From an optimization exercise on the open Yosys and OpenROAD flow, aimed at small area and a short achievable clock period; shortcuts taken in it are not production practice.
Only the layout flow was run in this run; the RTL was not checked for function there.

`flow/run.sh`:
```
#!/bin/bash
# synth_recipe.tcl (not shown) runs the flow's synth.tcl, then flattens the netlist and writes it again
# the make line also repeats each setting of config.mk as NAME=value (left out here)
make -C /OpenROAD-flow-scripts/flow DESIGN_CONFIG=/design/flow/config.mk WORK_HOME=/design/flow/orfs CLKGATE_MAP_FILE= SYNTH_SCRIPT=/design/flow/synth_recipe.tcl finish
```
`flow/constraint.sdc`:
```
create_clock -name core_clock -period 7.0 [get_ports {clk}]
set_input_delay 1.4000 -clock core_clock [delete_from_list [all_inputs] [get_ports {clk}]]
set_output_delay 1.4000 -clock core_clock [all_outputs]
set_load 0.01 [all_outputs]
```
`flow/design.v`:
```
module pac(clk, eo, phase, amplitude);
parameter N = 14;
parameter P = 12;
input clk, eo;
input [N-1:0] phase;
output [P-1:0] amplitude;
wire [11:0] a = phase[12] ? ~phase[11:0] : phase[11:0];
reg [18:0] t0;
wire [6:0] x0 = {a[11],a[10],a[9],a[8],a[7],a[6],a[5]};
always @(*) begin
  case (x0)
    7'd0: t0 = 19'd0;
    7'd1: t0 = 19'd6432;
    7'd2: t0 = 19'd12864;
    7'd3: t0 = 19'd19280;
    7'd4: t0 = 19'd25728;
    7'd5: t0 = 19'd32144;
    7'd6: t0 = 19'd38560;
    7'd7: t0 = 19'd44976;
    7'd8: t0 = 19'd51368;
    7'd9: t0 = 19'd57792;
    7'd10: t0 = 19'd64160;
    7'd11: t0 = 19'd70528;
    7'd12: t0 = 19'd76896;
    7'd13: t0 = 19'd83272;
    7'd14: t0 = 19'd89616;
    7'd15: t0 = 19'd95936;
    7'd16: t0 = 19'd102256;
    7'd17: t0 = 19'd108544;
    7'd18: t0 = 19'd114840;
    7'd19: t0 = 19'd121120;
    7'd20: t0 = 19'd127360;
    7'd21: t0 = 19'd133592;
    7'd22: t0 = 19'd139784;
    7'd23: t0 = 19'd145984;
    7'd24: t0 = 19'd152128;
    7'd25: t0 = 19'd158336;
    7'd26: t0 = 19'd164424;
    7'd27: t0 = 19'd170528;
    7'd28: t0 = 19'd176584;
    7'd29: t0 = 19'd182632;
    7'd30: t0 = 19'd188648;
    7'd31: t0 = 19'd194640;
    7'd32: t0 = 19'd200568;
    7'd33: t0 = 19'd206520;
    7'd34: t0 = 19'd212416;
    7'd35: t0 = 19'd218280;
    7'd36: t0 = 19'd224116;
    7'd37: t0 = 19'd229912;
    7'd38: t0 = 19'd235664;
    7'd39: t0 = 19'd241400;
    7'd40: t0 = 19'd247088;
    7'd41: t0 = 19'd252736;
    7'd42: t0 = 19'd258360;
    7'd43: t0 = 19'd263932;
    7'd44: t0 = 19'd269472;
    7'd45: t0 = 19'd274944;
    7'd46: t0 = 19'd280432;
    7'd47: t0 = 19'd285832;
    7'd48: t0 = 19'd291224;
    7'd49: t0 = 19'd296536;
    7'd50: t0 = 19'd301816;
    7'd51: t0 = 19'd307060;
    7'd52: t0 = 19'd312240;
    7'd53: t0 = 19'd317400;
    7'd54: t0 = 19'd322496;
    7'd55: t0 = 19'd327536;
    7'd56: t0 = 19'd332528;
    7'd57: t0 = 19'd337496;
    7'd58: t0 = 19'd342352;
    7'd59: t0 = 19'd347208;
    7'd60: t0 = 19'd352008;
    7'd61: t0 = 19'd356736;
    7'd62: t0 = 19'd361424;
    7'd63: t0 = 19'd366072;
    7'd64: t0 = 19'd370656;
    7'd65: t0 = 19'd375168;
    7'd66: t0 = 19'd379616;
    7'd67: t0 = 19'd384024;
    7'd68: t0 = 19'd388384;
    7'd69: t0 = 19'd392672;
    7'd70: t0 = 19'd396896;
    7'd71: t0 = 19'd401024;
    7'd72: t0 = 19'd405184;
    7'd73: t0 = 19'd409232;
    7'd74: t0 = 19'd413216;
    7'd75: t0 = 19'd417136;
    7'd76: t0 = 19'd421008;
    7'd77: t0 = 19'd424808;
    7'd78: t0 = 19'd428544;
    7'd79: t0 = 19'd432224;
    7'd80: t0 = 19'd435840;
    7'd81: t0 = 19'd439352;
    7'd82: t0 = 19'd442848;
    7'd83: t0 = 19'd446248;
    7'd84: t0 = 19'd449600;
    7'd85: t0 = 19'd452848;
    7'd86: t0 = 19'd456064;
    7'd87: t0 = 19'd459224;
    7'd88: t0 = 19'd462272;
    7'd89: t0 = 19'd465280;
    7'd90: t0 = 19'd468184;
    7'd91: t0 = 19'd471040;
    7'd92: t0 = 19'd473792;
    7'd93: t0 = 19'd476576;
    7'd94: t0 = 19'd479200;
    7'd95: t0 = 19'd481776;
    7'd96: t0 = 19'd484264;
    7'd97: t0 = 19'd486688;
    7'd98: t0 = 19'd489024;
    7'd99: t0 = 19'd491328;
    7'd100: t0 = 19'd493536;
    7'd101: t0 = 19'd495616;
    7'd102: t0 = 19'd497704;
    7'd103: t0 = 19'd499696;
    7'd104: t0 = 19'd501600;
    7'd105: t0 = 19'd503424;
    7'd106: t0 = 19'd505168;
    7'd107: t0 = 19'd506856;
    7'd108: t0 = 19'd508448;
    7'd109: t0 = 19'd509968;
    7'd110: t0 = 19'd511424;
    7'd111: t0 = 19'd512808;
    7'd112: t0 = 19'd514096;
    7'd113: t0 = 19'd515320;
    7'd114: t0 = 19'd516448;
    7'd115: t0 = 19'd517496;
    7'd116: t0 = 19'd518496;
    7'd117: t0 = 19'd519396;
    7'd118: t0 = 19'd520224;
    7'd119: t0 = 19'd520976;
    7'd120: t0 = 19'd521648;
    7'd121: t0 = 19'd522224;
    7'd122: t0 = 19'd522740;
    7'd123: t0 = 19'd523176;
    7'd124: t0 = 19'd523520;
    7'd125: t0 = 19'd523776;
    7'd126: t0 = 19'd524004;
    7'd127: t0 = 19'd524032;
    default: t0 = 19'd0;
  endcase
end
reg [7:0] t1;
wire [6:0] x1 = {a[11],a[10],a[9],a[8],a[7],a[6],a[5]};
always @(*) begin
  case (x1)
    7'd0: t1 = 8'd201;
    7'd1: t1 = 8'd201;
    7'd2: t1 = 8'd201;
    7'd3: t1 = 8'd201;
    7'd4: t1 = 8'd200;
    7'd5: t1 = 8'd201;
    7'd6: t1 = 8'd200;
    7'd7: t1 = 8'd200;
    7'd8: t1 = 8'd200;
    7'd9: t1 = 8'd199;
    7'd10: t1 = 8'd199;
    7'd11: t1 = 8'd199;
    7'd12: t1 = 8'd199;
    7'd13: t1 = 8'd198;
    7'd14: t1 = 8'd198;
    7'd15: t1 = 8'd198;
    7'd16: t1 = 8'd197;
    7'd17: t1 = 8'd197;
    7'd18: t1 = 8'd196;
    7'd19: t1 = 8'd195;
    7'd20: t1 = 8'd195;
    7'd21: t1 = 8'd194;
    7'd22: t1 = 8'd194;
    7'd23: t1 = 8'd193;
    7'd24: t1 = 8'd192;
    7'd25: t1 = 8'd191;
    7'd26: t1 = 8'd190;
    7'd27: t1 = 8'd189;
    7'd28: t1 = 8'd189;
    7'd29: t1 = 8'd188;
    7'd30: t1 = 8'd187;
    7'd31: t1 = 8'd186;
    7'd32: t1 = 8'd186;
    7'd33: t1 = 8'd184;
    7'd34: t1 = 8'd183;
    7'd35: t1 = 8'd182;
    7'd36: t1 = 8'd181;
    7'd37: t1 = 8'd180;
    7'd38: t1 = 8'd179;
    7'd39: t1 = 8'd178;
    7'd40: t1 = 8'd177;
    7'd41: t1 = 8'd176;
    7'd42: t1 = 8'd174;
    7'd43: t1 = 8'd173;
    7'd44: t1 = 8'd172;
    7'd45: t1 = 8'd171;
    7'd46: t1 = 8'd169;
    7'd47: t1 = 8'd168;
    7'd48: t1 = 8'd166;
    7'd49: t1 = 8'd165;
    7'd50: t1 = 8'd164;
    7'd51: t1 = 8'd162;
    7'd52: t1 = 8'd161;
    7'd53: t1 = 8'd159;
    7'd54: t1 = 8'd157;
    7'd55: t1 = 8'd156;
    7'd56: t1 = 8'd155;
    7'd57: t1 = 8'd152;
    7'd58: t1 = 8'd152;
    7'd59: t1 = 8'd150;
    7'd60: t1 = 8'd148;
    7'd61: t1 = 8'd146;
    7'd62: t1 = 8'd145;
    7'd63: t1 = 8'd143;
    7'd64: t1 = 8'd141;
    7'd65: t1 = 8'd140;
    7'd66: t1 = 8'd138;
    7'd67: t1 = 8'd136;
    7'd68: t1 = 8'd134;
    7'd69: t1 = 8'd132;
    7'd70: t1 = 8'd131;
    7'd71: t1 = 8'd129;
    7'd72: t1 = 8'd127;
    7'd73: t1 = 8'd125;
    7'd74: t1 = 8'd123;
    7'd75: t1 = 8'd121;
    7'd76: t1 = 8'd119;
    7'd77: t1 = 8'd117;
    7'd78: t1 = 8'd115;
    7'd79: t1 = 8'd112;
    7'd80: t1 = 8'd110;
    7'd81: t1 = 8'd109;
    7'd82: t1 = 8'd107;
    7'd83: t1 = 8'd104;
    7'd84: t1 = 8'd102;
    7'd85: t1 = 8'd101;
    7'd86: t1 = 8'd98;
    7'd87: t1 = 8'd95;
    7'd88: t1 = 8'd93;
    7'd89: t1 = 8'd91;
    7'd90: t1 = 8'd90;
    7'd91: t1 = 8'd87;
    7'd92: t1 = 8'd85;
    7'd93: t1 = 8'd82;
    7'd94: t1 = 8'd80;
    7'd95: t1 = 8'd78;
    7'd96: t1 = 8'd76;
    7'd97: t1 = 8'd74;
    7'd98: t1 = 8'd72;
    7'd99: t1 = 8'd69;
    7'd100: t1 = 8'd66;
    7'd101: t1 = 8'd64;
    7'd102: t1 = 8'd62;
    7'd103: t1 = 8'd59;
    7'd104: t1 = 8'd57;
    7'd105: t1 = 8'd55;
    7'd106: t1 = 8'd53;
    7'd107: t1 = 8'd50;
    7'd108: t1 = 8'd48;
    7'd109: t1 = 8'd46;
    7'd110: t1 = 8'd43;
    7'd111: t1 = 8'd40;
    7'd112: t1 = 8'd38;
    7'd113: t1 = 8'd35;
    7'd114: t1 = 8'd33;
    7'd115: t1 = 8'd31;
    7'd116: t1 = 8'd28;
    7'd117: t1 = 8'd26;
    7'd118: t1 = 8'd23;
    7'd119: t1 = 8'd21;
    7'd120: t1 = 8'd18;
    7'd121: t1 = 8'd16;
    7'd122: t1 = 8'd14;
    7'd123: t1 = 8'd11;
    7'd124: t1 = 8'd9;
    7'd125: t1 = 8'd6;
    7'd126: t1 = 8'd4;
    7'd127: t1 = 8'd1;
    default: t1 = 8'd0;
  endcase
end
wire [20:0] s = t0 + (t1 * a[4:0]) + 21'd0;
wire [10:0] m = s[18:8];
reg [P-1:0] data;
always @(posedge clk) data <= eo ? (phase[13] ? {1'b0, ~m} : {1'b1, m}) : {P{1'b0}};
assign amplitude = data;
endmodule
module phase_accumulator(clk, reset, mode, fph, word_in, word_out, phase);
    parameter M = 48;
    parameter N = 14;
    input clk, reset, fph;
    input [1:0] mode;
    input  [M-1:0] word_in;
    output [M-1:0] word_out;
    output [N-1:0] phase;
    reg [M-1:0] freq, acc;
    wire run = mode == 2'b00;
    wire wr  = mode == 2'b11;
    wire rd  = mode == 2'b10;
    wire wf = wr & fph;
    wire wa = wr & ~fph;
    assign phase    = acc[M-1:M-N];
    assign word_out = ({M{rd & fph}} & freq) | ({M{rd & ~fph}} & acc);
    wire [M-1:0] g0 = acc & freq;
    wire [M-1:0] p0 = acc ^ freq;
    localparam TOPL = 1 << ($clog2(M) - 2);
    reg [M-1:0] G, P;
    integer l, i;
    always @(*) begin
        G = g0; P = p0;
        for (l = 1; l < M; l = l * 2)
            for (i = 2*l-1; i < M; i = i + 2*l) begin
                G[i] = G[i] | (P[i] & G[i-l]);
                P[i] = P[i] & P[i-l];
            end
        for (l = TOPL; l >= 1; l = l / 2)
            for (i = 3*l-1; i < M; i = i + 2*l) begin
                G[i] = G[i] | (P[i] & G[i-l]);
                P[i] = P[i] & P[i-l];
            end
    end
    wire [M-1:0] sum = p0 ^ {G[M-2:0], 1'b0};
    wire [M-1:0] acc_n = run ? sum : (wa ? word_in : acc);
    always @ (posedge clk, posedge reset)
        if (reset) begin
            freq  <= 'b0;
            acc   <= 'b0;
        end else begin
            acc <= acc_n;
            if (wf) freq <= word_in;
        end
endmodule
module nco_core(clk, reset, mode, fph, word_in, word_out, amplitude);
    parameter M = 48;
    parameter N = 14;
    parameter P = 12;
    input clk, reset, fph;
    input [1:0] mode;
    input  [M-1:0] word_in;
    output [M-1:0] word_out;
    output [P-1:0] amplitude;
    wire [N-1:0] phase;
    phase_accumulator #(.M(M), .N(N)) U2_pa (
        .clk        (clk),
        .reset      (reset),
        .mode       (mode),
        .fph        (fph),
        .word_in    (word_in),
        .word_out   (word_out),
        .phase      (phase)
    );
    pac #(.N(N), .P(P)) U4_pac (
        .clk        (clk),
        .eo         (!reset && mode == 2'b00),
        .phase      (phase),
        .amplitude  (amplitude)
    );
endmodule
```
`flow/config.mk`:
```
export PLATFORM = sky130hd
export DESIGN_NAME = nco_core
export DESIGN_NICKNAME = nco_core
export VERILOG_FILES = /design/flow/design.v
export SDC_FILE = /design/flow/constraint.sdc
export NUM_CORES = 4
export LEC_CHECK = 0
export ABC_AREA = 1
export CAP_MARGIN = 20
export CORE_MARGIN = 2
export CORE_UTILIZATION = 40
export SETUP_SLACK_MARGIN = 2.75
export SLEW_MARGIN = 20
export SYNTH_MEMORY_MAX_BITS = 65536
```
==> impl_metrics.py <==
metrics = {
    "placement": {
        "post-place-cells": 2136,
        "dpl_cell_area_sq_um": 13700,
        "place_ws_ns": 0.251,
        "hpwl_mm": 33.2,
        "place.port_buffers": 112,
        "globalplace.congestion": 1.01,
    },
    "global_route": {
        "grt_overflow_total": 0,
        "grt.total_usage_pct": 30.2,
        "antenna_found_initial": 1,
        "grt_start_max_net_pins": 97,
        "grt_first_pass_wirelength_mm": 70.9,
        "grt_pass1_vias": 12500,
    },
    "logic_synthesis": {
        "avgSynthCellArea_sq_um": 7.15,
        "ys_seq_elements": 108,
        "synth_top_family_by_area": "simple AND/OR/NAND/NOR gates",
        "yosysWarnings": 2,
        "yosys-top-cells-count": "nand2_1 (358), inv_1 (254), o21ai_0 (102), nor2_1 (97), dfrtp_1 (96)",
        "syn-cell-area_sq_um": 11600,
        "synth_flop_cell": "dfrtp_1",
        "synthSimpleGateAreaFrac_pct": 23.0,
        "yosysSeqAreaShare_pct": 22.8,
        "yosys.area_share.xor_xnor_pct": 4.31,
        "synth_cells": 1618,
        "synth_top_cell_area_share_pct": 20.8,
        "synth_fa_ha_area_share_pct": 17.3,
        "synth_edf_count": 0,
        "async_reset_ff_share_pct": 88.9,
        "synth_area_leaders": "dfrtp_1 (21%), nand2_1 (12%), ha_1 (10%)",
        "muxShareOfSynthArea_pct": 0,
        "synth_cell_types": 56,
        "syn-num-nets": 1806,
        "synth_compound_area_share_pct": 20.7,
        "yosysTopAreaCell": "dfrtp_1",
        "synth_most_common_cell": "nand2_1",
    },
    "die": {
        "fp.coreArea_sq_um": 28600,
        "start_util_pct": 40.4,
        "die_w_microns": 174,
        "io-pin-count": 113,
        "die_y_microns": 174,
        "die_area_sq_um": 30300,
        "rows": 62,
    },
    "finish": {
        "nets": 1995,
        "drive_above_1_share_pct": 17.6,
        "num-fill-cells": 2861,
        "syn_to_final_growth_pct": 27.5,
        "design_area_sq_um": 14700,
        "final_cell_count_no_fill": 2195,
        "fin_util_pct": 51.5,
    },
    "status": {
        "run_status": "complete, no violations",
    },
    "hold_path": {
        "hold_depth": 2,
        "hp-class": "flop to flop",
        "hp-start": "U2_pa.freq[47]",
        "hold_end": "U2_pa.freq[47]",
    },
    "sta": {
        "drv_slew": 0,
        "fin_crit_ns": 6.15,
        "setup_slack_ns": 0.853,
        "relSlewSlack_pct": 40.1,
        "setup_tns_ns": 0,
        "rsz0062_at_grt": "true",
        "worst_clock_skew_ns": 0.00840,
        "period_share_pct": 87.8,
        "max_freq_mhz": 163,
        "finalHoldViolCount": 0,
        "setup_viol": 0,
        "holdWs_ns": 0.490,
        "tightest_slew_ns": 0.892,
    },
    "drt": {
        "antenna_left": 0,
        "wl_mm": 45.2,
        "vias_per_cell": 5.65,
        "first_pass_iters": 6,
        "highest_layer": "met4",
        "met1_length_mm": 18.3,
        "first_iter_violations": 1112,
        "route.met3.wl_mm": 3.22,
        "drc": 0,
        "via_count": 12400,
        "post_drt_wl_per_cell_microns": 20.6,
        "met2_length_mm": 20.8,
    },
    "clock_tree": {
        "cts_root_buffer": "clkbuf_16",
        "clockBufferDepth": 2,
        "clock-sinks": 108,
        "clkLatencyLatePin_ns": 0.36,
        "cts_tree": "yes",
        "htreeDepth": 3,
        "clk_pin_slew_ns": 0.07,
        "cts_made_buffers": 9,
        "hold_buffers": 0,
    },
    "critical_path": {
        "worst_path_dominant_cell_family": "adder cells",
        "crit_buf_inv": 6,
        "r2r_slack_ns": 0.85,
        "cp-start-kind": "flop",
        "worstPathArrival_ns": 6.39,
        "timing.rr.end": "U4_pac.data[6]",
        "timing.rr.start": "U2_pa.acc[46]",
        "worstSetupPathType": "flop to flop",
        "critPathRequiredTime_ns": 7.24,
        "cp_slowest_cell": "dfrtp_4",
        "crit_fanout": 5,
        "ff2ff_path_depth": 38,
        "end_kind": "flop",
        "path_common_cell": "nand2_4",
        "cp_slowest_stage_delay_ns": 0.52,
    },
    "job": {
        "cap_violations": 0,
    },
}
area by class of cell:
type | instances | area (sq um) | share of cell area, %
inverters | 262 | 996 | 6.75
well taps | 384 | 480 | 3.26
repair buffers | 247 | 2160 | 14.7
multi-input cells | 1179 | 8180 | 55.5
diodes | 1 | 2.50 | 0.0170
flip-flops and latches | 108 | 2650 | 18.0
clock inverters | 3 | 40.0 | 0.271
clock buffers | 11 | 233 | 1.58
layout by cell type (no fill, tap or decap), types with 52 or more instances in the layout:
cell / synthesis / routed
buf_4: 7 / 121
dfrtp_1: 96 / 93
nand2_1: 358 / 332
nor2_1: 97 / 86
o21ai_0: 102 / 92
inv_1: 254 / 243
a21oi_1: 86 / 74
nand3_1: 85 / 75
clkdlybuf4s50_1: 0 / 61
ha_1: 93 / 75
o22ai_1: 57 / 52
metal layers:
metal | up-vias | global-route usage [%]
li1 | 5791 | -
met1 | 5906 | 38.5
met2 | 536 | 48.7
met3 | 158 | 4.53
met4 | 0 | 17.4
met5 | - | 0
cells by family (layout without fill, tap and decap cells):
logic type | count (synthesis) | in the layout
AOI/OAI and AO/OA | 382 | 382
DFF | 108 | 108
buffers and inverters | 331 | 523
xor gates and xnor gates | 51 | 51
and+or+nand+nor | 611 | 611
other | 0 | 1
adders and majority gates | 135 | 135
what timing repair did:
action | 4_1_cts | 5_1_grt
pin swaps | 34 | 17
gates resized for setup | 131 | 44
setup endpoints to repair | 59 | 11
setup buffers | 28 | 14
flip-flops by register name, indices dropped and copies added (netlist names):
register     count
U2_pa.acc       48
U4_pac.data     12
U2_pa.freq      48
worst max-delay path by stage:
stage	startpoint	to	cells past startpoint
after floorplan	U2_pa.acc[46]	U4_pac.data[6]	38
after global placement	U2_pa.acc[46]	U4_pac.data[6]	31
after detailed placement	U2_pa.acc[46]	U4_pac.data[6]	37
after CTS	U2_pa.acc[46]	U4_pac.data[6]	35
after global routing	U2_pa.acc[42]	U4_pac.data[10]	33
final	U2_pa.acc[46]	U4_pac.data[6]	38
worst reg2reg max path, delay by kind of cell (launching register included):
kind / cells / cell delay [ns]
adder cells (fa/ha/maj): 6 / 2.15
AO/OA/AOI/OAI: 6 / 0.77
flip-flops: 1 / 0.52
XOR/XNOR: 2 / 0.31
buffers and inverters: 6 / 0.56
AND/OR/NAND/NOR: 18 / 1.73

## separate check: timing with driven ports
No port has a modelled driver above. Below, the same layout with a new extraction and two added sets of constraints.
Step 1 assumes that a clkbuf_16 drives the clock port and a buf_2 every other input.
Step 2 moves the port delays by t, midway between the first and last clock arrival at a register: inputs arrive t later, outputs are due t later. That takes back most of the time a late clock gives input paths.
Three values: ideal, step 1, step 2; two values: the first two.
t, ns: 0.402
setup slack, ns: 0.853 / 0.853 / 0.853
worst setup path after step 2: register to register
After both steps this run still meets setup and hold. For this run, drivers alone change the setup slack by 0.000 ns; drivers and shift together by 0.000 ns.
